What follows belongs to an exercise in optimizing a design on an open flow for a short achievable clock period and few clock cycles; a production flow would make more cautious choices. The RTL was checked by simulation tests, not by an equivalence proof against the original design. Power is estimated from default activity; no workload was simulated.

<file path="flow/design.v">
/*verilator lint_off MULTITOP*/
module compare_1bit (
    input   logic   a_i,
    input   logic   b_i,
    output  logic   equal_o,
    output  logic   alarger_o,
    output  logic   blarger_o
);
    assign equal_o    = a_i~^b_i;
    assign alarger_o  = a_i&(~b_i);
    assign blarger_o  = (~a_i)&b_i;
endmodule
module compare_4bit (
    input logic [3:0] a_i,
    input logic [3:0] b_i,
    output logic equal_o,
    output logic alarger_o,
    output logic blarger_o
);
    logic [3:0] eq_t;
    logic [3:0] al_t;
    logic unused_01,unused_02,unused_03,unused_04;
    assign equal_o    = &eq_t;
    assign alarger_o  = al_t[3]|(al_t[2]&eq_t[3])|(al_t[1]&eq_t[3]&eq_t[2])|(al_t[0]&eq_t[3]&eq_t[2]&eq_t[1]);
    assign blarger_o  = ~(equal_o|alarger_o);                
    compare_1bit compare10(.a_i(a_i[0]),.b_i(b_i[0]),.equal_o(eq_t[0]),.alarger_o(al_t[0]),.blarger_o(unused_01));
    compare_1bit compare11(.a_i(a_i[1]),.b_i(b_i[1]),.equal_o(eq_t[1]),.alarger_o(al_t[1]),.blarger_o(unused_02));
    compare_1bit compare12(.a_i(a_i[2]),.b_i(b_i[2]),.equal_o(eq_t[2]),.alarger_o(al_t[2]),.blarger_o(unused_03));
    compare_1bit compare13(.a_i(a_i[3]),.b_i(b_i[3]),.equal_o(eq_t[3]),.alarger_o(al_t[3]),.blarger_o(unused_04));                                                                                                          
endmodule
/*verilator lint_off MULTITOP*/
module compare_8bit (
    input logic [7:0] a_i,
    input logic [7:0] b_i,
    output logic equal_o,
    output logic alarger_o,
    output logic blarger_o
);
    logic [1:0] eq_t;
    logic [1:0] al_t;
    logic unused_01,unused_02;
    assign equal_o   = &eq_t;
    assign alarger_o = al_t[1]|(al_t[0]&eq_t[1]);
    assign blarger_o = ~(equal_o|alarger_o);                
    compare_4bit compare40(.a_i(a_i[3:0]),.b_i(b_i[3:0]),.equal_o(eq_t[0]),.alarger_o(al_t[0]),.blarger_o(unused_01));
    compare_4bit compare41(.a_i(a_i[7:4]),.b_i(b_i[7:4]),.equal_o(eq_t[1]),.alarger_o(al_t[1]),.blarger_o(unused_02));
endmodule
/*verilator lint_off MULTITOP*/
module compare_16bit (
    input   logic   [15:0]  a_i,
    input   logic   [15:0]  b_i,
    output  logic           equal_o,
    output  logic           alarger_o,
    output  logic           blarger_o
);
    logic [3:0] eq_t;
    logic [3:0] al_t;
    logic unused_01,unused_02,unused_03,unused_04;
    assign equal_o   = &eq_t;
    assign alarger_o = al_t[3]|(al_t[2]&eq_t[3])|(al_t[1]&eq_t[3]&eq_t[2])|(al_t[0]&eq_t[3]&eq_t[2]&eq_t[1]);
    assign blarger_o = ~(equal_o|alarger_o);                
    compare_4bit compare10(.a_i(a_i[  3:0]),.b_i(b_i[  3:0]),.equal_o(eq_t[0]),.alarger_o(al_t[0]),.blarger_o(unused_01));
    compare_4bit compare11(.a_i(a_i[  7:4]),.b_i(b_i[  7:4]),.equal_o(eq_t[1]),.alarger_o(al_t[1]),.blarger_o(unused_02));
    compare_4bit compare12(.a_i(a_i[ 11:8]),.b_i(b_i[ 11:8]),.equal_o(eq_t[2]),.alarger_o(al_t[2]),.blarger_o(unused_03));
    compare_4bit compare13(.a_i(a_i[15:12]),.b_i(b_i[15:12]),.equal_o(eq_t[3]),.alarger_o(al_t[3]),.blarger_o(unused_04));                                                                                                                       
endmodule
module compare_32bit_u (
    input logic [31:0] a_i,
    input logic [31:0] b_i,
    output logic equal_o,
    output logic alarger_o,
    output logic blarger_o
);
    logic [1:0] el_t;
    logic [1:0] al_t;
    logic unused_01,unused_02;
    assign equal_o    = &el_t;
    assign alarger_o  = al_t[1]|(al_t[0]&el_t[1]);
    assign blarger_o  = ~(equal_o|alarger_o);            
    compare_16bit compare160(.a_i(a_i[15:0]),.b_i(b_i[15:0]),.equal_o(el_t[0]),.alarger_o(al_t[0]),.blarger_o(unused_01));
    compare_16bit compare161(.a_i(a_i[31:16]),.b_i(b_i[31:16]),.equal_o(el_t[1]),.alarger_o(al_t[1]),.blarger_o(unused_02));
endmodule
/*verilator lint_off MULTITOP*/
module compare_32bit_s (
    input logic [31:0] a_i,
    input logic [31:0] b_i,
    output logic equal_o,
    output logic alarger_o,
    output logic blarger_o
);
    logic [1:0] eq_t;
    logic [1:0] al_t;
    logic [1:0] bl_t;
    logic [31:0] a_t;
    logic [31:0] b_t;
    logic unused_01,unused_02,unused_03,unused_04;
    assign a_t = ~(a_i)+1;
    assign b_t = ~(b_i)+1;
    compare_32bit_u compare32u_0(.a_i(a_i[31:0]),.b_i(b_i[31:0]),.equal_o(eq_t[0]),.alarger_o(al_t[0]),.blarger_o(bl_t[0]));
    compare_32bit_u compare32u_1(.a_i(a_t[31:0]),.b_i(b_t[31:0]),.equal_o(eq_t[1]),.alarger_o(al_t[1]),.blarger_o(bl_t[1]));
    always_comb begin 
        case({a_i[31],b_i[31]})
        2'b00:  begin 
            equal_o     =   eq_t[0];
            alarger_o   =   al_t[0];
            blarger_o   =   bl_t[0];
        end
        2'b01:  begin 
            equal_o     =   1'b0;
            alarger_o   =   1'b1;
            blarger_o   =   1'b0;
        end
        2'b10:  begin 
            equal_o     =   1'b0;
            alarger_o   =   1'b0;
            blarger_o   =   1'b1;
        end
        2'b11:  begin 
            equal_o     =   eq_t[1];
            alarger_o   =   ~al_t[1] & ~eq_t[1];
            blarger_o   =   ~bl_t[1] & ~eq_t[1];
        end
        default: begin 
        end 
        endcase
    end
endmodule
/*verilator lint_off UNUSED*/
module logic_shift_left_32bit(
    input logic [31:0] data_i,
    input logic [4:0] shamt_i,  
    output logic [31:0] data_o
);
    logic [31:0] temp_data;
    always_comb begin
        temp_data = data_i;
        if (shamt_i[0]) temp_data = {temp_data[30:0], 1'b0};
        if (shamt_i[1]) temp_data = {temp_data[29:0], 2'b0};
        if (shamt_i[2]) temp_data = {temp_data[27:0], 4'b0};
        if (shamt_i[3]) temp_data = {temp_data[23:0], 8'b0};
        if (shamt_i[4]) temp_data = {temp_data[15:0], 16'b0};
    end
    assign data_o = temp_data;
endmodule
/*verilator lint_off UNUSED*/
module logic_shift_right_32bit(
    input logic [31:0] data_i, 
    input logic [4:0] shamt_i,  
    output logic [31:0] data_o
);
    logic [31:0] temp_data;
    always_comb begin
        temp_data = data_i;
        if (shamt_i[0]) temp_data = {1'b0, temp_data[31:1]};
        if (shamt_i[1]) temp_data = {2'b0, temp_data[31:2]};
        if (shamt_i[2]) temp_data = {4'b0, temp_data[31:4]};
        if (shamt_i[3]) temp_data = {8'b0, temp_data[31:8]};
        if (shamt_i[4]) temp_data = {16'b0, temp_data[31:16]};
    end
    assign data_o = temp_data;
endmodule
module arithmetic_shift_right_32bit(
    input logic [31:0] data_i,
    input logic [4:0] shamt_i,  
    output logic [31:0] data_o
);
    logic [31:0] temp_data;
    logic sign_bit;
    assign sign_bit = data_i[31];
    always_comb begin
        temp_data = data_i;
        if (shamt_i[0]) temp_data = {sign_bit, temp_data[31:1]};
        if (shamt_i[1]) temp_data = { {2{sign_bit}}, temp_data[31:2]};
        if (shamt_i[2]) temp_data = { {4{sign_bit}}, temp_data[31:4]};
        if (shamt_i[3]) temp_data = { {8{sign_bit}}, temp_data[31:8]};
        if (shamt_i[4]) temp_data = { {16{sign_bit}}, temp_data[31:16]};
    end
    assign data_o = temp_data;
endmodule
/*verilator lint_off UNUSED*/
module ALU(
    input signed [31:0] operand_a_i,
    input signed [31:0] operand_b_i,
    input logic [3:0] alu_op_i,
    output logic [31:0] alu_data
);
    logic [31:0] tmp_sub_data;
    logic [31:0] tmp_sll_data;
    logic [31:0] tmp_srl_data;
    logic [31:0] tmp_sra_data;
    logic [31:0] tmp_op_b_sub;
    logic_shift_left_32bit SLL(
        .data_i   (operand_a_i),
        .shamt_i  (operand_b_i[4:0]),
        .data_o   (tmp_sll_data)
    );
    logic_shift_right_32bit SRL(
        .data_i   (operand_a_i),
        .shamt_i  (operand_b_i[4:0]),
        .data_o   (tmp_srl_data)
    );
    arithmetic_shift_right_32bit SRA(
        .data_i   (operand_a_i),
        .shamt_i  (operand_b_i[4:0]),
        .data_o   (tmp_sra_data)
    );
    assign tmp_sub_data = operand_a_i + (~(operand_b_i) + 32'd1);
    always_comb begin
        case(alu_op_i)
            4'b0000: alu_data = operand_a_i + operand_b_i;
            4'b1000: alu_data = tmp_sub_data;
            4'b0010: begin
                if (operand_a_i[31] ^ operand_b_i[31]) begin
                    alu_data = (operand_a_i[31])?(32'd1):(32'd0);
                end
                else begin
                    alu_data = (tmp_sub_data[31])?(32'd1):(32'd0);
                end
            end
            4'b0011: begin 
                if (operand_a_i[31] ^ operand_b_i[31]) begin
                    alu_data = {31'b0,operand_b_i[31]};
                end
                else begin
                    alu_data  = (tmp_sub_data[31])?(32'd1):(32'd0);
                end
            end
            4'b0100: alu_data = operand_a_i ^ operand_b_i;
            4'b0110:  alu_data = operand_a_i | operand_b_i;
            4'b0111: alu_data = operand_a_i & operand_b_i;
            4'b0001: alu_data = tmp_sll_data;
            4'b0101: alu_data = tmp_srl_data;
            4'b1101: alu_data = tmp_sra_data;
				4'b1001 : alu_data = operand_b_i;
            default:  alu_data = 32'd0;
        endcase
    end
endmodule
/*verilator lint_off UNUSED*/
module brcomp(
    input   logic [31:0]  instr_i,
    input   logic [31:0]  operand_a_i,
    input   logic [31:0]  operand_b_i,
    input   logic         br_unsigned_i,
    output  logic         br_sel_o
);
    logic unused_01,unused_02;
    logic br_less_u;
    logic br_less_s;
    logic br_equal_u;
    logic br_equal_s;
    logic br_less;
    logic br_equal;
    compare_32bit_u compare32_u(
        .a_i(operand_a_i),
        .b_i(operand_b_i),
        .equal_o(br_equal_u),
        .alarger_o(unused_01),    
        .blarger_o(br_less_u)
    );
    compare_32bit_s compare32_s(
        .a_i(operand_a_i),
        .b_i(operand_b_i),
        .equal_o(br_equal_s),
        .alarger_o(unused_02),    
        .blarger_o(br_less_s)
    );
    always_comb
      if(instr_i[6:2] == 5'b11000)  
        case(instr_i [14:12])  
          3'b000:  
            br_sel_o = br_equal;
          3'b001:  
            br_sel_o = !br_equal;           
          3'b100:  
            br_sel_o = br_less;
          3'b101:  
            br_sel_o = (br_equal | !br_less);          
          3'b110:  
            br_sel_o = br_less;                 
          3'b111:  
            br_sel_o = (br_equal | !br_less);                       
          default:  
            br_sel_o = 1'b0;                
        endcase
      else if(instr_i[6:2] == 5'b11011 || instr_i[6:2] == 5'b11001) 
             br_sel_o = 1'b1;
      else br_sel_o = 1'b0;
assign br_less  = (br_unsigned_i)? br_less_u :br_less_s;
assign br_equal = (br_unsigned_i)? br_equal_u:br_equal_s;
endmodule
/*verilator lint_off UNUSED*/
module immgen(
    input logic [31:0] instr_i,
    output logic [31:0] imm_o
);
    always_comb begin
        case(instr_i[6:2])
            5'b01101,5'b00101: begin
                imm_o = {instr_i[31:12],12'b0};
            end
            5'b11011: begin
                if (instr_i[31]) imm_o = {11'h7FF,instr_i[31],instr_i[19:12],instr_i[20],instr_i[30:21],1'b0};
                else imm_o = {11'h0,instr_i[31],instr_i[19:12],instr_i[20],instr_i[30:21],1'b0};
            end
            5'b11001,5'b00000: begin
                if (instr_i[31]) imm_o = {20'hFFFFF,instr_i[31:20]};
                else imm_o = {20'h0,instr_i[31:20]};
            end
            5'b11000: begin
                if (instr_i[31]) imm_o = {19'h7FFFF,instr_i[31],instr_i[7],instr_i[30:25],instr_i[11:8],1'b0};
                else imm_o = {19'h0,instr_i[31],instr_i[7],instr_i[30:25],instr_i[11:8],1'b0};
            end
            5'b01000: begin
            if (instr_i[31]) imm_o = {20'hFFFFF,instr_i[31:25],instr_i[11:7]};
            else imm_o = {20'h0,instr_i[31:25],instr_i[11:7]};
            end
            5'b00100: begin
                if (instr_i[14:12] == 3'b001 | instr_i[14:12] == 3'b101) begin
                    imm_o = {27'h0,instr_i[24:20]};
                end 
                else begin
                    if (instr_i[31]) imm_o = {20'hFFFFF,instr_i[31:20]};
                    else imm_o = {20'h0,instr_i[31:20]};
                end
            end
            default: imm_o = 32'h0;
        endcase
    end
endmodule
/*verilator lint_off UNUSED*/
module ctrl_unit(
    input logic [31:0] instr_i,
    output logic is_load_o,
    output logic is_rs2_o,
    output logic br_unsigned_o, 
    output logic rd_wren_o,
    output logic op_a_sel_o,
    output logic op_b_sel_o,
    output logic mem_wren_o,
    output logic [3:0] alu_op_o,
    output logic [2:0] mem_op_o,
    output logic [1:0] wb_sel_o,
    output logic o_insn_vld   
);
    localparam CLEAR = 1'b0;
    localparam SET = 1'b1;
    always_comb begin
        is_load_o     = CLEAR;
        is_rs2_o      = CLEAR;
        br_unsigned_o = CLEAR;
        rd_wren_o     = CLEAR;
        op_a_sel_o    = 1'b0;
        op_b_sel_o    = 1'b0;
        mem_wren_o    = CLEAR;
        alu_op_o      = 4'b0000;
        mem_op_o      = 3'b010;
        wb_sel_o      = 2'b00;
        o_insn_vld    = SET; 
        case(instr_i[6:2])
            5'b01101: begin
                rd_wren_o     = SET;
                op_b_sel_o    = 1'b1;
                alu_op_o      = 4'b1001;
                o_insn_vld    = CLEAR;
            end
            5'b00101: begin
                rd_wren_o     = SET;
                op_a_sel_o    = 1'b1;
                op_b_sel_o    = 1'b1;
                o_insn_vld    = CLEAR;
            end
            5'b11011: begin
                rd_wren_o     = SET;
                wb_sel_o      = 2'b10;
                op_a_sel_o    = 1'b1;
                op_b_sel_o    = 1'b1;
                o_insn_vld    = CLEAR;
            end
            5'b11001: begin
                rd_wren_o     = SET;
                wb_sel_o      = 2'b10;
                op_b_sel_o    = 1'b1;
                o_insn_vld    = CLEAR;
            end
            5'b11000: begin
                br_unsigned_o = ((instr_i[14:12] == 3'b110) || (instr_i[14:12] == 3'b111));
                op_a_sel_o    = 1'b1;
                op_b_sel_o    = 1'b1;
                is_rs2_o      = SET;
                o_insn_vld    = CLEAR;
            end
            5'b00000: begin
                rd_wren_o     = SET;
                op_b_sel_o    = 1'b1;
                mem_op_o      = instr_i[14:12];
                wb_sel_o      = 2'b01;
                is_load_o     = SET;
                o_insn_vld    = CLEAR;
            end
            5'b01000: begin
                mem_wren_o    = SET;
                mem_op_o      = instr_i[14:12];
                op_b_sel_o    = 1'b1;
                is_rs2_o      = SET;
                o_insn_vld    = CLEAR;
            end
            5'b00100: begin
                rd_wren_o     = SET;
                alu_op_o      = {((instr_i[14:12] == 3'b001)||(instr_i[14:12] == 3'b101)) ? instr_i[30] : 1'b0, instr_i[14:12]};
                op_b_sel_o    = 1'b1;
                o_insn_vld    = CLEAR;
            end
            5'b01100: begin
                rd_wren_o     = SET;
                alu_op_o      = {instr_i[30], instr_i[14:12]};
                is_rs2_o      = SET;
                o_insn_vld    = CLEAR;
            end
            default: begin
                o_insn_vld    = CLEAR; 
            end
        endcase
    end
endmodule
/*verilator lint_off UNUSED*/
module reg_file(
    input logic clk_i,
    input logic rst_ni,
    input logic rd_wren_i,
    input logic [4:0] rs1_addr_i,
    input logic [4:0] rs2_addr_i,
    input logic [4:0] rd_addr_i,
    input logic [31:0] rd_data_i,
    output logic [31:0] rs1_data_o,
    output logic [31:0] rs2_data_o
    );
logic [31:0] memory [0:31];
logic Write;
logic CheckRd;
assign rs1_data_o = memory[rs1_addr_i];
assign rs2_data_o = memory[rs2_addr_i];
assign CheckRd = (|rd_addr_i);  
assign Write = rd_wren_i & CheckRd;
always @(posedge clk_i)
    begin
       if (Write) begin 
           memory[0] <= 32'd0;
           memory[rd_addr_i] <= rd_data_i;
       end
       else 
           memory[0] <= 32'd0;
    end
endmodule 
module IF_ID(
    input logic clk_i,
    input logic rst_ni,
    input logic enable_i,
    input logic [31:0] pc_i,
    input logic [31:0] instr_i,
    output logic [31:0] pc_o,
    output logic [31:0] instr_o
);
    always_ff @(posedge clk_i) begin
        if (!rst_ni) begin           
            pc_o    <= 32'h0;
            instr_o <= 32'h00000013;
        end                          
        else if (enable_i) begin
            pc_o    <= pc_i;
            instr_o <= instr_i;
        end
    end
endmodule
module ID_EX(
    input logic clk_i,
    input logic rst_ni,
    input logic enable_i,
    input logic is_rs2_i,
    input logic rd_wren_i,
    input logic is_load_i,
    input logic mem_wren_i,
    input logic op_sel_a_i,
    input logic op_sel_b_i,
    input logic br_unsigned_i,
    input logic [1:0] wb_sel_i,
    input logic [2:0] mem_op_i,
    input logic [3:0] alu_op_i,
    input logic [31:0] pc_i,
    input logic [31:0] instr_i,
    input logic [31:0] rs1_data_i,
    input logic [31:0] rs2_data_i,
    output logic is_rs2_o,
    output logic rd_wren_o,
    output logic is_load_o,
    output logic mem_wren_o,
    output logic op_sel_a_o,
    output logic op_sel_b_o,
    output logic br_unsigned_o,
    output logic [1:0] wb_sel_o,
    output logic [2:0] mem_op_o,
    output logic [3:0] alu_op_o,
    output logic [31:0] pc_o,
    output logic [31:0] instr_o,
    output logic [31:0] rs1_data_o,
    output logic [31:0] rs2_data_o
);
    always_ff @(posedge clk_i) begin
        if (!rst_ni) begin               
            is_rs2_o      <= 1'b0;
            rd_wren_o     <= 1'b0;
            is_load_o     <= 1'b0;
            mem_wren_o    <= 1'b0;
            op_sel_a_o    <= 1'b0;
            op_sel_b_o    <= 1'b0;
            br_unsigned_o <= 1'b0;
            wb_sel_o      <= 2'h0;
            mem_op_o      <= 3'h0;
            alu_op_o      <= 4'h0;
            pc_o          <= 32'h0;
            instr_o       <= 32'h00000013;
            rs1_data_o    <= 32'h0;
            rs2_data_o    <= 32'h0;
        end
        else if (enable_i) begin         
            is_rs2_o      <= is_rs2_i;
            rd_wren_o     <= rd_wren_i;
            is_load_o     <= is_load_i;
            mem_wren_o    <= mem_wren_i;
            op_sel_a_o    <= op_sel_a_i;
            op_sel_b_o    <= op_sel_b_i;
            br_unsigned_o <= br_unsigned_i;
            wb_sel_o      <= wb_sel_i;
            mem_op_o      <= mem_op_i;
            alu_op_o      <= alu_op_i;
            pc_o          <= pc_i;
            instr_o       <= instr_i;
            rs1_data_o    <= rs1_data_i;
            rs2_data_o    <= rs2_data_i;
        end
    end
endmodule
module EX_ME(
    input logic clk_i,
    input logic rst_ni,
    input logic enable_i,
    input logic rd_wren_i,
    input logic is_load_i,
    input logic mem_wren_i,
    input logic [1:0] wb_sel_i,
    input logic [2:0] mem_op_i,
    input logic [31:0] pc_i,
    input logic [31:0] instr_i,
    input logic [31:0] rs2_data_i,
    input logic [31:0] alu_data_i,
    output logic rd_wren_o,
    output logic is_load_o,
    output logic mem_wren_o,
    output logic [1:0] wb_sel_o,
    output logic [2:0] mem_op_o,
    output logic [31:0] pc_o,
    output logic [31:0] instr_o,
    output logic [31:0] rs2_data_o,
    output logic [31:0] alu_data_o
);
    always_ff @(posedge clk_i) begin
        if (!rst_ni) begin           
            rd_wren_o   <= 1'b0;
            is_load_o   <= 1'b0;
            mem_wren_o  <= 1'b0;
            wb_sel_o    <= 2'h0;
            mem_op_o    <= 3'h0;
            pc_o        <= 32'h0;
            instr_o     <= 32'h00000013;
            rs2_data_o  <= 32'h0;
            alu_data_o  <= 32'h0;
        end
        else if (enable_i) begin     
            rd_wren_o   <= rd_wren_i;
            is_load_o   <= is_load_i;
            mem_wren_o  <= mem_wren_i;
            wb_sel_o    <= wb_sel_i;
            mem_op_o    <= mem_op_i;
            pc_o        <= pc_i;
            instr_o     <= instr_i;
            rs2_data_o  <= rs2_data_i;
            alu_data_o  <= alu_data_i;
        end
    end
endmodule
module ME_WB(
    input logic clk_i,
    input logic rst_ni,
    input logic enable_i,
    input logic rd_wren_i,
    input logic is_load_i,
    input logic mem_wren_i,
    input logic [1:0] wb_sel_i,
    input logic [31:0] pc_i,
    input logic [31:0] instr_i,
    input logic [31:0] alu_data_i,
    input logic [31:0] ld_data_i,
    output logic rd_wren_o,
    output logic is_load_o,
    output logic mem_wren_o,
    output logic [1:0] wb_sel_o,
    output logic [31:0] pc_o,
    output logic [31:0] instr_o,
    output logic [31:0] alu_data_o,
    output logic [31:0] ld_data_o
);
    always_ff @(posedge clk_i) begin
        if (!rst_ni) begin
            rd_wren_o   <= 1'h0;
            is_load_o   <= 1'h0;
            mem_wren_o  <= 1'h0;
            wb_sel_o    <= 2'h0;
            pc_o        <= 32'h0;
            instr_o     <= 32'h00000013;
            alu_data_o  <= 32'h0;
            ld_data_o   <= 32'h0;
        end
        else if (enable_i) begin
            rd_wren_o   <= rd_wren_i;
            is_load_o   <= is_load_i;
            mem_wren_o  <= mem_wren_i;
            wb_sel_o    <= wb_sel_i;
            pc_o        <= pc_i;
            instr_o     <= instr_i;
            alu_data_o  <= alu_data_i;
            ld_data_o   <= ld_data_i;
        end
    end  
endmodule
module LSU (
  input logic clk_i, rst_ni, st_en_i,
  input logic [31:0] addr_i,
  input logic [31:0] st_data_i,
  input logic [31:0] io_sw_i,
  output logic        dmem_we_o,
  output logic [31:0] dmem_addr_o,
  output logic [31:0] dmem_wdata_o,
  input  logic [31:0] dmem_rdata_i,
  output logic [31:0] ld_data_o,
  output logic [31:0] io_ledr_o,
  output logic [31:0] io_ledg_o,
  output logic [ 6:0] io_hex0_o, io_hex1_o, io_hex2_o, io_hex3_o, io_hex4_o, io_hex5_o, io_hex6_o, io_hex7_o,
  output logic [31:0] io_lcd_o);
logic ouput_wren;
logic [1:0] sel_addr;  
localparam sel_IM = 2'b00;
localparam sel_DM = 2'b01;
localparam sel_IO = 2'b11;
localparam sel_NO = 2'b10;
logic [31:0] output_memory [0:15];         
logic [31:0] data_input, data_output;
always_comb case (addr_i[15:13])
                3'b000: sel_addr = sel_IM;  
                3'b001: sel_addr = sel_DM;  
                3'b011: sel_addr = sel_IO;  
                default: begin
                sel_addr = sel_NO;
                end
            endcase
always_comb begin
          if (!st_en_i) begin
            case (sel_addr)
            sel_IM: ld_data_o = dmem_rdata_i;
            sel_DM: ld_data_o = dmem_rdata_i;
            sel_IO: if (addr_i[11]) ld_data_o = data_input;  
                  else ld_data_o = data_output;
            default: begin
                        ld_data_o = 0;
                  end
            endcase
          end
          else ld_data_o = 0;
          end
assign dmem_addr_o  = addr_i;
assign dmem_wdata_o = st_data_i;
assign dmem_we_o    = ((sel_addr==sel_IM)|(sel_addr==sel_DM))&st_en_i;
assign data_input = io_sw_i;
assign data_output = output_memory[addr_i[5:2]];
assign io_ledr_o = output_memory[0];
assign io_ledg_o = output_memory[4];
assign io_hex0_o = output_memory[8][6:0];
assign io_hex1_o = output_memory[8][14:8];
assign io_hex2_o = output_memory[8][22:16];
assign io_hex3_o = output_memory[8][30:24];
assign io_hex4_o = output_memory[9][6:0];
assign io_hex5_o = output_memory[9][14:8];
assign io_hex6_o = output_memory[9][22:16];
assign io_hex7_o = output_memory[9][30:24];
assign io_lcd_o  = output_memory[12];
assign ouput_wren = (sel_addr==sel_IO)&st_en_i&(!addr_i[11]);
always_ff @(posedge clk_i)
      begin
        if (!rst_ni) begin
          for (int i = 0; i < 16; i++) output_memory[i] <= 32'h0;
          end
        else if (ouput_wren) begin
          output_memory[addr_i[5:2]] <= st_data_i;
          end
      end
endmodule
/*verilator lint_off UNUSED*/
module hazard_detect(
    input logic br_sel_i,
    input logic id_is_rs2_i,
    input logic ex_is_rs2_i,
    input logic ex_is_load_i,
    input logic mem_is_load_i,
    input logic wb_is_load_i,
    input logic ex_rd_wren_i,
    input logic mem_rd_wren_i,
    input logic wb_rd_wren_i,
    input logic [4:0] ex_rs1_addr_i,
    input logic [4:0] ex_rs2_addr_i,
    input logic [4:0] ex_rd_addr_i,
    input logic [4:0] mem_rd_addr_i,
    input logic [4:0] wb_rd_addr_i,
    input logic [4:0] id_rs1_addr_i,
    input logic [4:0] id_rs2_addr_i,
    output logic id_enable_o,
    output logic ex_enable_o,
    output logic mem_enable_o,
    output logic wb_enable_o,
    output logic pc_enable_o,
    output logic id_reset_no,
    output logic ex_reset_no,
    output logic mem_reset_no,
    output logic wb_reset_no
);
    logic hazard_1,hazard_2,hazard_3;
    assign hazard_1 = (wb_rd_wren_i)  && (wb_rd_addr_i != 5'h0)  && ((wb_rd_addr_i == id_rs1_addr_i)  || ((wb_rd_addr_i == id_rs2_addr_i)  && (id_is_rs2_i)));
    assign hazard_2 = (ex_rd_wren_i)  && (ex_rd_addr_i != 5'h0)  && (ex_is_load_i)          
                      && ((ex_rd_addr_i == id_rs1_addr_i)  || ((ex_rd_addr_i == id_rs2_addr_i)  && (id_is_rs2_i)));
    assign hazard_3 = (ex_is_load_i) && (mem_is_load_i) && (ex_rd_wren_i) && (mem_rd_wren_i) && (ex_rd_addr_i != 5'h0) && (mem_rd_addr_i != 5'h0)
                      && ((ex_rd_addr_i == id_rs1_addr_i)  || ((ex_rd_addr_i == id_rs2_addr_i)  && (id_is_rs2_i)))
                      && ((mem_rd_addr_i == id_rs1_addr_i) || ((mem_rd_addr_i == id_rs2_addr_i) && (id_is_rs2_i)));
    always_comb begin
        id_enable_o  = 1'b1;
        ex_enable_o  = 1'b1;
        mem_enable_o = 1'b1;
        wb_enable_o  = 1'b1;
        pc_enable_o  = 1'b1;
        id_reset_no  = 1'b1;
        ex_reset_no  = 1'b1;
        mem_reset_no = 1'b1;
        wb_reset_no  = 1'b1;
        if (hazard_1 || hazard_2 || hazard_3) begin
            ex_reset_no = 1'b0;
            id_enable_o = 1'b0;
            pc_enable_o = br_sel_i;
        end
        if (br_sel_i) begin
            id_reset_no = 1'b0;
            ex_reset_no = 1'b0;
        end
    end
endmodule
module forwarding_unit(
    input logic mem_rd_wren_i,
    input logic wb_rd_wren_i,
    input logic [4:0] mem_rd_addr_i,
    input logic [4:0] wb_rd_addr_i,
    input logic [4:0] ex_rs1_addr_i,
    input logic [4:0] ex_rs2_addr_i,
    output logic [1:0] forward_a_o,
    output logic [1:0] forward_b_o
);
    always_comb begin
        forward_a_o = 2'b00;
        forward_b_o = 2'b00;
        if ((mem_rd_wren_i) && (mem_rd_addr_i != 5'h0) && (mem_rd_addr_i == ex_rs1_addr_i)) begin
            forward_a_o = 2'b10;
        end
        else if ((wb_rd_wren_i) && (wb_rd_addr_i != 5'h0) && (wb_rd_addr_i == ex_rs1_addr_i)) begin
            forward_a_o = 2'b11;
        end
        if ((mem_rd_wren_i) && (mem_rd_addr_i != 5'h0) && (mem_rd_addr_i == ex_rs2_addr_i)) begin
            forward_b_o = 2'b10;
        end
        else if ((wb_rd_wren_i) && (wb_rd_addr_i != 5'h0) && (wb_rd_addr_i == ex_rs2_addr_i)) begin
            forward_b_o = 2'b11;
        end
    end
endmodule
/*verilator lint_off UNUSED*/
module singlecycle(
    input logic clk_i,
    input logic rst_ni,
    input logic [31:0] io_sw_i,
    output logic [31:0] imem_addr_o,
    input logic [31:0] imem_rdata_i,
    output logic        dmem_we_o,
    output logic [31:0] dmem_addr_o,
    output logic [31:0] dmem_wdata_o,
    input logic [31:0] dmem_rdata_i,
    output logic [31:0] io_lcd_o,
    output logic [31:0] io_ledg_o,
    output logic [31:0] io_ledr_o,
    output logic [ 6:0] io_hex0_o,
    output logic [ 6:0] io_hex1_o,
    output logic [ 6:0] io_hex2_o,
    output logic [ 6:0] io_hex3_o,
    output logic [ 6:0] io_hex4_o,
    output logic [ 6:0] io_hex5_o,
    output logic [ 6:0] io_hex6_o,
    output logic [ 6:0] io_hex7_o
);
    logic id_rst_ni,ex_rst_ni,mem_rst_ni,wb_rst_ni;
    logic enable_ID,enable_EX,enable_ME,enable_WB;
    logic is_rs2_ID,is_rs2_EX;
    logic rd_wren_ID,rd_wren_EX,rd_wren_ME,rd_wren_WB;
    logic is_load_ID,is_load_EX,is_load_ME,is_load_WB;
    logic mem_wren_ID,mem_wren_EX,mem_wren_ME,mem_wren_WB;
    logic op_a_sel_ID,op_a_sel_EX;
    logic op_b_sel_ID,op_b_sel_EX;
    logic br_unsigned_ID,br_unsigned_EX;
    logic pc_enable;
    logic br_sel;
    logic [1:0] forward_a,forward_b;
    logic [1:0] wb_sel_ID,wb_sel_EX,wb_sel_ME,wb_sel_WB;
    logic [2:0] mem_op_ID,mem_op_EX,mem_op_ME;
    logic [3:0] alu_op_ID,alu_op_EX;
    logic [31:0] rs1_data_ID,rs1_data_EX,rs1_data_WB;
    logic [31:0] rs2_data_ID,rs2_data_EX,rs2_data_ME,rs2_data_WB;
    logic [31:0] alu_data_EX,alu_data_ME,alu_data_WB;
    logic [31:0] ld_data_ME,ld_data_WB;
    logic [31:0] next_pc;
    logic [31:0] operand_a,operand_b;
    logic [31:0] wb_data_WB;
    logic [31:0] pc_IF,pc_ID,pc_EX,pc_ME,pc_WB,pc_four_IF,pc_four_WB;
    logic [31:0] imm_EX;
    logic [31:0] instr_IF,instr_ID,instr_EX,instr_ME,instr_WB;
    logic id_hd_rst_ni,ex_hd_rst_ni,mem_hd_rst_ni,wb_hd_rst_ni;
    assign imem_addr_o = pc_IF;
    assign instr_IF    = imem_rdata_i;
    assign id_rst_ni  = rst_ni & id_hd_rst_ni;
    assign ex_rst_ni  = rst_ni & ex_hd_rst_ni;
    assign mem_rst_ni = rst_ni & mem_hd_rst_ni;
    assign wb_rst_ni  = rst_ni & wb_hd_rst_ni;
    IF_ID reg01(
        .clk_i    (clk_i),
        .rst_ni   (id_rst_ni),
        .enable_i (enable_ID),
        .pc_i     (pc_IF),
        .instr_i  (instr_IF),
        .pc_o     (pc_ID),
        .instr_o  (instr_ID)
    );
    reg_file RF(
        .clk_i      (clk_i),
        .rst_ni     (rst_ni),
        .rs1_addr_i (instr_ID[19:15]), 
        .rs2_addr_i (instr_ID[24:20]), 
        .rd_addr_i  (instr_WB[11:7]),
        .rd_data_i  (wb_data_WB),
        .rd_wren_i  (rd_wren_WB),
        .rs1_data_o (rs1_data_ID),
        .rs2_data_o (rs2_data_ID)
    );
    ctrl_unit CU(
        .instr_i        (instr_ID),
        .is_load_o      (is_load_ID),
        .is_rs2_o       (is_rs2_ID),
        .br_unsigned_o  (br_unsigned_ID), 
        .rd_wren_o      (rd_wren_ID),
        .op_a_sel_o     (op_a_sel_ID),
        .op_b_sel_o     (op_b_sel_ID),
        .mem_wren_o     (mem_wren_ID),
        .alu_op_o       (alu_op_ID),
        .mem_op_o       (mem_op_ID),
        .wb_sel_o       (wb_sel_ID),
        .o_insn_vld     ()
    );
    ID_EX reg02(
        .clk_i          (clk_i),
        .rst_ni         (ex_rst_ni),
        .enable_i       (enable_EX),
        .is_rs2_i       (is_rs2_ID),
        .rd_wren_i      (rd_wren_ID),
        .is_load_i      (is_load_ID),
        .mem_wren_i     (mem_wren_ID),
        .op_sel_a_i     (op_a_sel_ID),
        .op_sel_b_i     (op_b_sel_ID),
        .br_unsigned_i  (br_unsigned_ID),
        .wb_sel_i       (wb_sel_ID),
        .mem_op_i       (mem_op_ID),
        .alu_op_i       (alu_op_ID),
        .pc_i           (pc_ID),
        .instr_i        (instr_ID),
        .rs1_data_i     (rs1_data_ID),
        .rs2_data_i     (rs2_data_ID),
        .is_rs2_o       (is_rs2_EX),
        .rd_wren_o      (rd_wren_EX),
        .is_load_o      (is_load_EX),
        .mem_wren_o     (mem_wren_EX),
        .op_sel_a_o     (op_a_sel_EX),
        .op_sel_b_o     (op_b_sel_EX),
        .br_unsigned_o  (br_unsigned_EX),
        .wb_sel_o       (wb_sel_EX),
        .mem_op_o       (mem_op_EX),
        .alu_op_o       (alu_op_EX),
        .pc_o           (pc_EX),
        .instr_o        (instr_EX),
        .rs1_data_o     (rs1_data_EX),
        .rs2_data_o     (rs2_data_EX)
    );
    immgen IG(
        .instr_i (instr_EX),
        .imm_o   (imm_EX)
    );
    ALU alu(
        .operand_a_i (operand_a),
        .operand_b_i (operand_b),
        .alu_op_i    (alu_op_EX),
        .alu_data  (alu_data_EX)
    );
    brcomp BC(
        .instr_i        (instr_EX),
        .operand_a_i     (rs1_data_WB),
        .operand_b_i     (rs2_data_WB),
        .br_unsigned_i  (br_unsigned_EX),
        .br_sel_o       (br_sel)
    );
    EX_ME reg03(
        .clk_i      (clk_i),
        .rst_ni     (mem_rst_ni),
        .enable_i   (enable_ME),
        .rd_wren_i  (rd_wren_EX),
        .is_load_i  (is_load_EX),
        .mem_wren_i (mem_wren_EX),
        .wb_sel_i   (wb_sel_EX),
        .mem_op_i   (mem_op_EX),
        .pc_i       (pc_EX),
        .instr_i    (instr_EX),
        .rs2_data_i (rs2_data_WB),
        .alu_data_i (alu_data_EX),
        .rd_wren_o  (rd_wren_ME),
        .is_load_o  (is_load_ME),
        .mem_wren_o (mem_wren_ME),
        .wb_sel_o   (wb_sel_ME),
        .mem_op_o   (mem_op_ME),
        .pc_o       (pc_ME),
        .instr_o    (instr_ME),
        .rs2_data_o (rs2_data_ME),
        .alu_data_o (alu_data_ME)
    );
    LSU lsu(
        .clk_i      (clk_i),
        .rst_ni     (rst_ni),
        .st_en_i    (mem_wren_ME),
        .addr_i     (alu_data_ME),
        .st_data_i  (rs2_data_ME),
        .io_sw_i    (io_sw_i),
        .dmem_we_o    (dmem_we_o),
        .dmem_addr_o  (dmem_addr_o),
        .dmem_wdata_o (dmem_wdata_o),
        .dmem_rdata_i (dmem_rdata_i),
        .ld_data_o  (ld_data_ME),
        .io_lcd_o   (io_lcd_o),
        .io_ledg_o  (io_ledg_o),
        .io_ledr_o  (io_ledr_o),
        .io_hex0_o  (io_hex0_o),
        .io_hex1_o  (io_hex1_o),
        .io_hex2_o  (io_hex2_o),
        .io_hex3_o  (io_hex3_o),
        .io_hex4_o  (io_hex4_o),
        .io_hex5_o  (io_hex5_o),
        .io_hex6_o  (io_hex6_o),
        .io_hex7_o  (io_hex7_o)
    );
    ME_WB reg04(
        .clk_i       (clk_i),
        .rst_ni      (wb_rst_ni),
        .enable_i    (enable_WB),
        .rd_wren_i   (rd_wren_ME),
        .is_load_i   (is_load_ME),
        .mem_wren_i  (mem_wren_ME),
        .wb_sel_i    (wb_sel_ME),
        .pc_i        (pc_ME),
        .instr_i     (instr_ME),
        .alu_data_i  (alu_data_ME),
        .ld_data_i   (ld_data_ME),
        .rd_wren_o   (rd_wren_WB),
        .is_load_o   (is_load_WB),
        .mem_wren_o  (mem_wren_WB),
        .wb_sel_o    (wb_sel_WB),
        .pc_o        (pc_WB),
        .instr_o     (instr_WB),
        .alu_data_o  (alu_data_WB),
        .ld_data_o   (ld_data_WB)
    );
    hazard_detect HD(
        .br_sel_i       (br_sel),
        .id_is_rs2_i    (is_rs2_ID),
        .ex_is_rs2_i    (is_rs2_EX),
        .ex_is_load_i   (is_load_EX),
        .mem_is_load_i  (is_load_ME),
        .wb_is_load_i   (is_load_WB),
        .ex_rd_wren_i   (rd_wren_EX),
        .mem_rd_wren_i  (rd_wren_ME),
        .wb_rd_wren_i   (rd_wren_WB),
        .ex_rs1_addr_i  (instr_EX[19:15]),
        .ex_rs2_addr_i  (instr_EX[24:20]),
        .ex_rd_addr_i   (instr_EX[11:7]),
        .mem_rd_addr_i  (instr_ME[11:7]),
        .wb_rd_addr_i   (instr_WB[11:7]),
        .id_rs1_addr_i  (instr_ID[19:15]),
        .id_rs2_addr_i  (instr_ID[24:20]),
        .id_enable_o    (enable_ID),
        .ex_enable_o    (enable_EX),
        .mem_enable_o   (enable_ME),
        .wb_enable_o    (enable_WB),
        .pc_enable_o    (pc_enable),
        .id_reset_no    (id_hd_rst_ni),
        .ex_reset_no    (ex_hd_rst_ni),
        .mem_reset_no   (mem_hd_rst_ni),
        .wb_reset_no    (wb_hd_rst_ni)
    );
    forwarding_unit FU(
        .mem_rd_wren_i  (rd_wren_ME),
        .wb_rd_wren_i   (rd_wren_WB),
        .mem_rd_addr_i  (instr_ME[11:7]),
        .wb_rd_addr_i   (instr_WB[11:7]),
        .ex_rs1_addr_i  (instr_EX[19:15]),
        .ex_rs2_addr_i  (instr_EX[24:20]),
        .forward_a_o    (forward_a),
        .forward_b_o    (forward_b)
    );
    assign pc_four_WB = pc_WB + 32'h4;
    always_comb begin
        case (wb_sel_WB)
            2'b00:  wb_data_WB = alu_data_WB;
            2'b01: wb_data_WB = ld_data_WB;
            2'b10:  wb_data_WB = pc_four_WB;
            default: wb_data_WB = 32'h0;
        endcase
    end
    assign pc_four_IF = pc_IF + 32'h4;
    assign next_pc = (br_sel)?(alu_data_EX):(pc_four_IF);
    assign operand_a = (op_a_sel_EX)?(pc_EX):(rs1_data_WB);
    assign operand_b = (op_b_sel_EX)?(imm_EX):(rs2_data_WB);
    always_ff @(posedge clk_i) begin
        if (!rst_ni) pc_IF <= 32'h0;
        else pc_IF <= (pc_enable)?(next_pc):(pc_IF);
    end
    always_comb begin
        case(forward_a)
            2'b00:        rs1_data_WB = rs1_data_EX;
            2'b10:    rs1_data_WB = alu_data_ME;
            2'b11: rs1_data_WB = wb_data_WB;
            default:               rs1_data_WB = 32'h0;
        endcase
    end
    always_comb begin
        case(forward_b)
            2'b00:        rs2_data_WB = rs2_data_EX;
            2'b10:    rs2_data_WB = alu_data_ME;
            2'b11: rs2_data_WB = wb_data_WB;
            default:               rs2_data_WB = 32'h0;
        endcase
    end
endmodule
</file>
<file path="flow/run.sh">
#!/bin/bash
# synth_recipe.tcl (not shown) runs the flow's synth.tcl, then flattens the netlist and writes it again
# the make line also repeats each setting of config.mk as NAME=value (left out here)
make -C /OpenROAD-flow-scripts/flow DESIGN_CONFIG=/design/flow/config.mk WORK_HOME=/design/flow/orfs CLKGATE_MAP_FILE= SYNTH_SCRIPT=/design/flow/synth_recipe.tcl finish
</file>
<file path="flow/config.mk">
export PLATFORM = sky130hd
export DESIGN_NAME = singlecycle
export DESIGN_NICKNAME = singlecycle
export VERILOG_FILES = /design/flow/design.v
export SDC_FILE = /design/flow/constraint.sdc
export NUM_CORES = 4
export LEC_CHECK = 0
export CAP_MARGIN = 20
export CORE_MARGIN = 2
export CORE_UTILIZATION = 40
export SLEW_MARGIN = 20
</file>
<file path="flow/constraint.sdc">
create_clock -name core_clock -period 10.0 [get_ports {clk_i}]
set_input_delay 2.0000 -clock core_clock [delete_from_list [all_inputs] [get_ports {clk_i}]]
set_output_delay 2.0000 -clock core_clock [all_outputs]
set_load 0.01 [all_outputs]
</file>
==> reports/qor.csv <==
stage,metric,value,unit
worst_setup_path,cp_slowest_cell,dfxtp_2,
power,power_frac_clock,0.374,
worst_setup_path,start_kind,flop,
drt,drcViolationCount,0,
drt,drt_iter0_markers,9336,
clock_network,hold_buffers,0,
worst_setup_path,cp.arrival,9.76,ns
sta,worst_clock_skew,0.0933,ns
sta,hold_violations,0,
sta,fmax,111,MHz
global_route,grt_pass1_wl,534000,µm
cells_and_area,largest_reg_flops,1024,
cells_and_area,nets,7838,
sta,setup_tns,0,ns
sta,finalCriticalPeriod,9.02,ns
synthesis,syn-cell-area,101000,µm²
synthesis,avgSynthCellArea,13.7,µm²
place,dp.final_hpwl,261000,µm
drt,via_per_inst,6.24,
global_route,track_usage,0.295,
floorplanning,io_pins,347,
synthesis,synth_top_area_cell,edfxtp_1,
global_route,grt_max_degree,129,
cells_and_area,regArea,54700,µm²
cells_and_area,num-fill-cells,22000,
clock_network,cts_tree,built,
floorplanning,row_count,184,
sta,drv_slew,0,
clock_network,root_buffer,clkbuf_16,
drt,ant_nets,0,
cells_and_area,area_growth_syn_to_layout,14.9,%
floorplanning,initial_core_util,0.402,
synthesis,synth_top_area_share,0.449,
synthesis,async_flop_share,0,
clock_network,clkLatencyLatePin,0.89,ns
clock_network,clk_path_buf_depth,3,
synthesis,synth_edf_count,1504,
min_path,min_path_type,reg -> reg,
clock_network,post_cts_buffers,0,
global_route,antenna_found_initial,29,
drt,dr.pass1.iters,9,
global_route,overflow,0,
synthesis,synth_seq_cells,1977,
synthesis,syn_inst,7323,
worst_setup_path,path_max_fanout,33,
cells_and_area,top_register,RF.memory,
power,p_leak,0.0391,µW
floorplanning,core_area,251000,µm²
place,gp_congestion,1.03,
clock_network,clock-sinks,1977,
power,combinationalPowerShare,0.183,
sta,relSlewSlack,0.139,
global_route,grt_pass1_vias,68100,
worst_setup_path,crit_type,reg -> reg,
sta,finalCritPeriodShare,0.902,
worst_setup_path,required,10.74,ns
power,p_switching,6210,µW
power,irDropWorstVdd,0.164,mV
cells_and_area,fin_area,116000,µm²
sta,worstMarginPinSlew,1.29,ns
place,placed_area,109000,µm²
floorplanning,die_h,506,µm
synthesis,ys_seq_area_frac,0.543,
drt,vias,69300,
power,switching_share,0.292,
clock_network,postCtsResizedCells,0,
worst_setup_path,crit_buf_inv,2,
worst_setup_path,cp_top_family,simple AND/OR/NAND/NOR gates,
worst_setup_path,slowest_delay,0.76,ns
cells_and_area,multiInputGateArea,43500,µm²
synthesis,yosysWarnings,17,
status,status,no timing/DRC/antenna violations,
sta,setup_viol,0,
floorplanning,dieArea,256000,µm²
clock_network,cts_buffers,210,
worst_setup_path,crit_path_end_kind,flop,
cells_and_area,drive_gt1_frac,0.211,
clock_network,htreeDepth,4,
synthesis,ys.flop_type,edfxtp_1,
power,pwr-share-seq,0.444,
clock_network,clk_pin_slew,0.06,ns
cells_and_area,top_regs,"RF.memory: 1024 flops, lsu.output_memory: 512 flops",
synthesis,synth_area_leaders,"edfxtp_1, mux4_2, dfxtp_1, and2_1, mux2i_1",
floorplanning,die_x,506,µm
power,p_per_area,183,nW/µm²
place,port_buffers,344,
worst_setup_path,cp_common_cell,nand2_1,
flow_run,maxCapViolCount,0,
drt,wl_per_cell,34.7,µm
sta,grt_setup_unrepaired,no,
drt,wirelength,385000,µm
power,intPower,15000,µW
synthesis,ys_types,120,
-- through the flow --
stage / power [µW] / util / cells / worst slack, ns / hold WS (ns)
floorplan: 11600 / - / 7354 / 2.31 / 0.412
CTS: 21200 / 0.461 / 11100 / 1.29 / 0.419
detailed placement: 13400 / 0.433 / 10700 / 1.33 / 0.418
finish: 21200 / 0.461 / 11100 / 0.979 / 0.406
global placement: 13300 / 0.433 / 10700 / 1.40 / 0.417
global route: 21800 / 0.461 / 11100 / 0.668 / 0.443
-- power groups by stage --
stage	clock, µW	combinational, µW	sequential (µW)
after global routing	8350	4030	9420
final	7930	3880	9420
after floorplan	0	2230	9380
after detailed placement	0	3770	9580
after CTS	8030	3780	9410
after global placement	0	3760	9580
-- routing by layer --
| metal | track usage | up-vias | part of all wire |
|---|---|---|---|
| li1 | - | 28600 | - |
| met1 | 0.397 | 36100 | 0.39 |
| met2 | 0.467 | 3890 | 0.46 |
| met3 | 0.0538 | 778 | 0.090 |
| met4 | 0.134 | 6 | 0.051 |
| met5 | 0 | - | 0.000093 |
-- synthesized netlist by cell type, drive strengths merged (47+ instances only) --
cell type,count
ha,165
nor3,113
clkbuf,391
nand2,355
and2,701
mux2i,299
xnor2,115
inv,158
edfxtp,1504
nand3,105
buf,219
a211oi,81
dfxtp,473
a21oi,229
nand4,49
o22ai,47
mux4,812
o21ai,199
nor2,592
-- kinds of logic (layout without fill, tap and decap cells) --
kind of cell	Yosys count	count (layout)	share of synthesized area
flops	1977	1977	0.543
compound gates	971	971	0.0663
mux	1132	1132	0.214
fa+ha+maj	169	169	0.0213
other cells	1	42	0.0000373
buf+inv	771	1171	0.0323
simple gates	2141	2141	0.109
xor+xnor	161	161	0.0142
-- final timing paths --
kind         cells past startpoint           endpoint              start  slack [ns]
min                              1  reg02.instr_o[26]  reg01.instr_o[26]        0.41
min reg2reg                      1  reg02.instr_o[26]  reg01.instr_o[26]        0.41
max                             26   reg02.mem_wren_o  reg04.wb_sel_o[0]        0.98
max reg2reg                     26   reg02.mem_wren_o  reg04.wb_sel_o[0]        0.98
-- placed cells by master (no fill, tap or decap), types with 37 or more instances in the layout --
cell             instances
nor3_1                 102
ha_1                   165
clkbuf_1                37
a21oi_1                223
clkinv_2                45
o211ai_1                42
clkbuf_16              213
buf_4                  266
xor2_1                  46
edfxtp_1              1504
mux2i_1                292
xnor2_1                113
and2_1                 699
inv_1                  154
mux4_2                 812
a211oi_1                75
nor2_1                 542
nand3_1                103
nand4_1                 48
dfxtp_1                454
clkdlybuf4s50_1        343
o22ai_1                 42
o21ai_0                158
nand2_1                353
-- final cells by class --
| type | count | share of cell area |
|---|---|---|
| flip-flops and latches | 1977 | 0.473 |
| clock inverters | 115 | 0.0108 |
| well taps | 3348 | 0.0362 |
| multi-input cells | 4606 | 0.376 |
| repair buffers | 615 | 0.0480 |
| clock buffers | 280 | 0.0506 |
| diodes | 10 | 0.000216 |
| inverters | 161 | 0.00527 |
-- worst reg2reg max path, cell delays in order (launching register included) --
cell      delay (ns)
dfxtp_2         0.76
buf_4           0.47
mux2_2          0.39
a22oi_1         0.18
nand3_1         0.17
buf_4           0.28
mux2i_1         0.76
o21ai_1         0.44
nor4_2          0.39
nor4b_2         0.31
nand2_1         0.16
nor2_1          0.23
and3_1          0.32
nand2_1         0.10
xnor2_1         0.13
ha_1            0.36
nand4_1         0.15
nor4_1          0.56
a21boi_0        0.19
o21ai_0         0.22
a21oi_1         0.19
or3_1           0.42
nand4_1         0.19
nand3_4         0.45
nor2_4          0.72
nand2_1         0.18
nor3_1          0.22
Testbench counts, summed over its fixed seeds: cycles 207,589.

port drivers added, routing unchanged:
The flow's constraints put no driver on any port. The routed layout listed below was extracted and timed again, unchanged, in two steps.
Step 1 assumes that a clkbuf_16 drives the clock port and a buf_2 every other input.
Step 2 also shifts input and output timing later by t, the mid clock arrival at the registers, as if the neighbouring blocks saw the same clock.
a / b / c = ideal / step 1 / step 2; a / b = the first two.
shift t [ns]: 0.943
setup WS [ns]: 0.979 / 0.979 / 0.979
hold WS [ns]: 0.406 / 0.406 / 0.406
worst register clock-pin slew, ns: 0.08 / 0.08
worst slew at a driven data input, ns: 0.15
After both steps setup and hold are still met in this run. The setup slack of this run moves by 0.000 ns with the drivers and by 0.000 ns with both steps.
